What follows belongs to an exercise in optimizing a design on an open flow for small area and a short achievable clock period; a production flow would make more cautious choices.
The RTL was checked by simulation tests, not by an equivalence proof against the original design.
Power is estimated from default activity; no workload was simulated.

## flow/design.v (module list and top-level ports; edited modules follow where they fit)
// module IntegratedSystem: 1507 lines
module IntegratedSystem (A, B, C, clk);
  // ...
==> flow/flow/run.sh <==
#!/bin/bash
export BUFFER_PORTS_ARGS="-buffer_cell sky130_fd_sc_hd__buf_2"
bash standard.sh > standard.log 2>&1
==> flow/standard.sh <==
#!/bin/bash
# synth_recipe.tcl (not shown) runs the flow's synth.tcl, then flattens the netlist and writes it again
# the make line also repeats each setting of config.mk as NAME=value (left out here)
make -C /OpenROAD-flow-scripts/flow DESIGN_CONFIG=/design/flow/config.mk WORK_HOME=/design/flow/orfs CLKGATE_MAP_FILE= SYNTH_SCRIPT=/design/flow/synth_recipe.tcl "${@:-finish}"
==> flow/config.mk <==
export PLATFORM = sky130hd
export DESIGN_NAME = IntegratedSystem
export DESIGN_NICKNAME = IntegratedSystem
export VERILOG_FILES = /design/flow/design.v
export SDC_FILE = /design/flow/constraint.sdc
export NUM_CORES = 4
export LEC_CHECK = 0
export CAP_MARGIN = 20
export CORE_MARGIN = 2
export CORE_UTILIZATION = 40
export CTS_BUF_LIST = sky130_fd_sc_hd__clkbuf_8
export CTS_CLUSTER_SIZE = 30
export SETUP_SLACK_MARGIN = 3.9
export SLEW_MARGIN = 20
==> flow/constraint.sdc <==
create_clock -name core_clock -period 6.5 [get_ports {clk}]
set_input_delay 1.3000 -clock core_clock [delete_from_list [all_inputs] [get_ports {clk}]]
set_output_delay 1.3000 -clock core_clock [all_outputs]
set_load 0.01 [all_outputs]
==> impl_metrics.toml, run 1 <==
[finish]
area_taken_by_flip_flops_and_latches_sq_um = 3110
layout.nonclk_buf_share_pct = 4.51
flip_flop_count_of_the_largest_register_after_layout = 79
multi_input_comb_area_sq_um = 6240
final_util_pct = 47.5
finish.cell_count_without_fillers = 1250
registers.top_by_ff_count = "r2"
multi_input_gate_share_of_the_layout_cell_area_pct = 57.6
most_common_cell_after_layout_fill_and_taps_aside = "sky130_fd_sc_hd__xnor2_1"
final.fill_count = 2073
clkCellAreaFrac_pct = 3.55
layout.non_clock_buffers = 85
finish.net_count = 1093

[routing]
detail_route.wl_per_cell_um = 18.1
met3_length_um = 1580
route.final.wire_length_um = 22700
detailedRoute.firstIterationViolations = 590
dr_total_vias = 6594
detailed_route_wirelength_on_metal2_um = 9950

[clocking]
worst_skew_pair_later_pin_latency_ps = 460
root_buffer_selected_by_cts = "sky130_fd_sc_hd__clkbuf_8"
cts_post_setup_buffers_inserted = 15

[floorplanning]
die_h_um = 157
dieWidth_um = 157

[power]
comb_power_mw = 4.83
switching_power_mw = 3.11

[logic_synthesis]
avgSynthCellArea_sq_um = 10.5
synth_area_leaders = "sky130_fd_sc_hd__dfxtp_1 32%, sky130_fd_sc_hd__fa_1 19%, sky130_fd_sc_hd__xnor2_1 12%"
sequential_area_share_after_synthesis_pct = 32.1

[global_route]
routing_layer_with_the_top_usage_in_global_route = "met2"

[timing]
slew_viol_final = 0

[run_status]
run_status = "complete, no violations"

[worst_setup_path]
crit_path_end = "C[29]$_DFF_P_"
r2r_end = "C[29]$_DFF_P_"
==> run 2: changes to the inputs <==
==> flow/run.sh (new file) <==
#!/bin/bash
# synth_recipe.tcl (not shown) runs the flow's synth.tcl, then flattens the netlist and writes it again
# the make line also repeats each setting of config.mk as NAME=value (left out here)
make -C /OpenROAD-flow-scripts/flow DESIGN_CONFIG=/design/flow/config.mk WORK_HOME=/design/flow/orfs CLKGATE_MAP_FILE= SYNTH_SCRIPT=/design/flow/synth_recipe.tcl finish
--- a/flow/config.mk
+++ b/flow/config.mk
@@ -9,6 +9,4 @@
 export CORE_MARGIN = 2
 export CORE_UTILIZATION = 40
-export CTS_BUF_LIST = sky130_fd_sc_hd__clkbuf_8
-export CTS_CLUSTER_SIZE = 30
 export SETUP_SLACK_MARGIN = 3.9
 export SLEW_MARGIN = 20
removed: flow/flow/run.sh
removed: flow/standard.sh
==> run 2 against run 1 <==
  * First-iteration DRC count shrank 21%
  * Synthesized cell count is the same
  * Maximum frequency shrank 0.16%
  * Setup slack lost 4.3 ps
  * Power grew 0.61%
==> impl_metrics.toml, run 2 <==
[clocking]
cts.htree.levels = 4
cts_sinks = 150
clk_pin_slew_worst_paths_ps = 60
cts.path.max_buffers = 2
root_buffer_selected_by_cts = "sky130_fd_sc_hd__clkbuf_16"
cts_inserted_buffers = 17
cts_tree = "yes"
worst_skew_pair_later_pin_latency_ps = 430
ctsHoldBuffers = 0

[placed_design]
port_buffers = 63
hpwlAfterDp_um = 15900
pre_cts_slack_ps = 3430
place.gp.congestion = 0.865

[power]
cellPowerDensity_nw_per_um2 = 627
vdd_drop_max_uv = 336
leakagePower_nw = 4.65
power.total_mw = 7.11

[worst_setup_path]
cpMaxStageDelayCell = "sky130_fd_sc_hd__fa_1"
reg2reg_slack_ps = 3720
critical_path.max_stage_delay_ps = 590
critPathLaunch = "r2[25]$_DFF_P_"
timing.critical_path.fanout_max = 6
kind_of_end_point_of_the_critical_path = "flip-flop"
timing.reg2reg.worst_path_depth = 8
critical_path.top_delay_family = "compound AO/OA/AOI/OAI gates"
critical_path.cell_chain = "fa_1, ha_4, a21o_1, a221o_1, or3_1, o221a_4, a221oi_2, xnor2_1"
timing.critical_path.from_type = "flip-flop"
worst_setup_path_category = "reg -> reg"
r2r_end = "C[27]$_DFF_P_"
critPathRequiredTime_ps = 6850
cp.arrival_ps = 3140
r2r-start = "r2[25]$_DFF_P_"
worstPathBufferInverterCount = 0

[global_route]
first_global_vias = 6681
globalRouteOverflowTotal = 0
grt_antenna_before_repair = 0
globalRouteTotalUtil_pct = 19.5
largest_net_degree_at_the_start_of_global_routing = 19
grt_pass1_wl_um = 36700

[worst_hold_path]
worst_hold_startpoint = "r2[1]$_DFF_P_"
hold_depth = 1
hold_end = "C[0]$_DFF_P_"
min_path_type = "reg -> reg"

[routing]
route.final.wire_length_um = 22800
top_signal_layer_used = "met4"
detailedRoute.firstIterationViolations = 469
detail_route.wl_per_cell_um = 18.3
drtPass1Iterations = 5
post-route-drc-count = 0
wirelength_met1_um = 10800
ant_nets = 0
dr_total_vias = 6581
met3_length_um = 1460
post_drt_via_cell_ratio = 5.30
detailed_route_wirelength_on_metal2_um = 9940

[timing]
setup_viol = 0
timing.setup.tns_ps = 0
worst_pin_slew_ps = 544
post-route-worst-setup-slack_ps = 3720
clock_period_minus_final_worst_setup_slack_ps = 2780
maxClockFrequency_ghz = 0.359
slew_viol_final = 0
finalHoldViolCount = 0
unrepaired_setup_endpoints_after_global_routing = "yes"
worst_clock_skew_ps = 11.7
timing.slew.headroom_pct = 63.7
timing.final.crit_share_pct = 42.8

[logic_synthesis]
ys.flop_type = "sky130_fd_sc_hd__dfxtp_1"
synthArstFlopShare_pct = 0
synth_top_area_share_pct = 32.1
sequential_area_share_after_synthesis_pct = 32.1
synth_cells = 895
post-synth-top-area-cell = "sky130_fd_sc_hd__dfxtp_1"
synth_area_leaders = "sky130_fd_sc_hd__dfxtp_1 32%, sky130_fd_sc_hd__fa_1 19%, sky130_fd_sc_hd__xnor2_1 12%"
dominant_cell_by_count_in_the_synthesized_netlist = "sky130_fd_sc_hd__dfxtp_1"
syn_nets = 1064
synth_cell_types = 48
synthTopCellsByCount = "150 x sky130_fd_sc_hd__dfxtp_1, 132 x sky130_fd_sc_hd__xnor2_1, 120 x sky130_fd_sc_hd__a22oi_1"
post_synth_instance_area_sq_um = 9360
synth_edf_count = 0
yosysWarnings = 1
avgSynthCellArea_sq_um = 10.5
postSynthRegisterBits = 150

[finish]
finish.net_count = 1085
registers.top_by_ff_count = "r2"
flip_flop_count_of_the_largest_register_after_layout = 79
layout_common_cells = "131 x sky130_fd_sc_hd__xnor2_1, 120 x sky130_fd_sc_hd__a22oi_1, 111 x sky130_fd_sc_hd__dfxtp_1, 87 x sky130_fd_sc_hd__fa_1, 55 x sky130_fd_sc_hd__inv_1"
area.growth.synth_to_final_pct = 21.0
reg.largest.list = "r2 x79, C x31, r1_a x16"
most_common_cell_after_layout_fill_and_taps_aside = "sky130_fd_sc_hd__xnor2_1"
final.fill_count = 2055
antennaDiodeCount = 0
post_route_cells_drive_above_1_share_pct = 14.4

[floorplanning]
core-area_sq_um = 22800
start_util_pct = 41.1
die_h_um = 157
rows = 55
die_area_sq_um = 24700
dieWidth_um = 157
top_level_ports = 64

[run_status]
run_status = "complete, no violations"

[run]
reported_max_cap_violation_count = 0
-- run 2: cell counts after synthesis --
No cell type changed its count.
-- run 2: worst reg2reg max path, stage by stage, from the launching register on --
cell                       delay [ps]
sky130_fd_sc_hd__dfxtp_2          320
sky130_fd_sc_hd__fa_1             590
sky130_fd_sc_hd__ha_4             240
sky130_fd_sc_hd__a21o_1           180
sky130_fd_sc_hd__a221o_1          370
sky130_fd_sc_hd__or3_1            350
sky130_fd_sc_hd__o221a_4          250
sky130_fd_sc_hd__a221oi_2         280
sky130_fd_sc_hd__xnor2_1          140
-- run 2: timing repair --
action | CTS | global route
resized for setup | 84 | 66
gates cloned | 0 | 0
buffers inserted | 7 | 3
endpoints found under the setup margin | 40 | 48
pin swaps | 25 | 8
-- run 2: where the power goes --
group | switching, mW | internal (mW) | total (mW)
Sequential | 0.221 | 1.30 | 1.52
Combinational | 2.40 | 2.20 | 4.60
Clock | 0.406 | 0.578 | 0.984
-- run 2: worst max-delay path by stage --
stage / endpoint / slack [ps] / depth (start not counted)
detailed placement: r2[45]$_DFF_P_ / 3430 / 6
global route: C[27]$_DFF_P_ / 3610 / 8
floorplan: C[27]$_DFF_P_ / 3880 / 8
finish: C[27]$_DFF_P_ / 3720 / 8
CTS: C[27]$_DFF_P_ / 3730 / 8
global placement: r2[45]$_DFF_P_ / 3460 / 6
-- run 2: routing by layer --
metal,global-route usage (%),vias up
met5,0,-
met4,7.12,0
met3,4.60,34
met2,28.9,236
met1,27.7,3207
li1,-,3104
-- run 2: cell type report --
type / count / area (sq um) / share of cell area (%)
Clock inverter: 14 / 150 / 1.33
Sequential cell: 150 / 3130 / 27.6
Clock buffer: 18 / 439 / 3.88
Timing Repair Buffer: 77 / 800 / 7.06
Tap cell: 313 / 392 / 3.46
Multi-Input combinational cell: 613 / 6210 / 54.8
Inverter: 57 / 215 / 1.90
-- run 2: kinds of logic after synthesis --
family	count (synthesis)	share of synthesized area [%]
AO/OA/AOI/OAI	228	17.3
XOR/XNOR	170	15.9
flip-flops	150	32.1
adder cells (fa/ha/maj)	136	25.1
buffers and inverters	132	5.29
AND/OR/NAND/NOR	77	4.12
multiplexers	2	0.227
-- run 2: through the flow --
step                cell area, sq um  cells  hold WS (ps)  utilization [%]
finish                         11300   1242           465             49.7
global route                   11300   1242           505             49.7
CTS                            11100   1239           474             48.8
detailed placement             10200   1200           460             44.7
global placement               10200   1200           445             44.7
floorplan                       9450    895           329                -

[port drivers added, routing unchanged]
How much do the figures lean on ideal ports? The routed layouts below were timed once more, with nothing changed but the port constraints. Step 1, drivers: a clkbuf_16 drives clk and a buf_2 each remaining input, both assumed. Step 2 adds t to the input delays and takes it off the output delays; t is the mean of the earliest and latest rising clock arrival at the registers after step 1. Input paths then give back, and output paths get back, about the clock's delay inside the block. Slacks: ideal ports / drivers / drivers and shift; pairs: ideal ports / drivers.
run | t, ns | slack for setup (ns) | cell pins on the clock port's net
run 1 | 0.492 | 3.722 / 3.722 / 3.722 | 1
run 2 | 0.468 | 3.718 / 3.718 / 3.718 | 1
After both steps setup and hold are still met in every run listed.
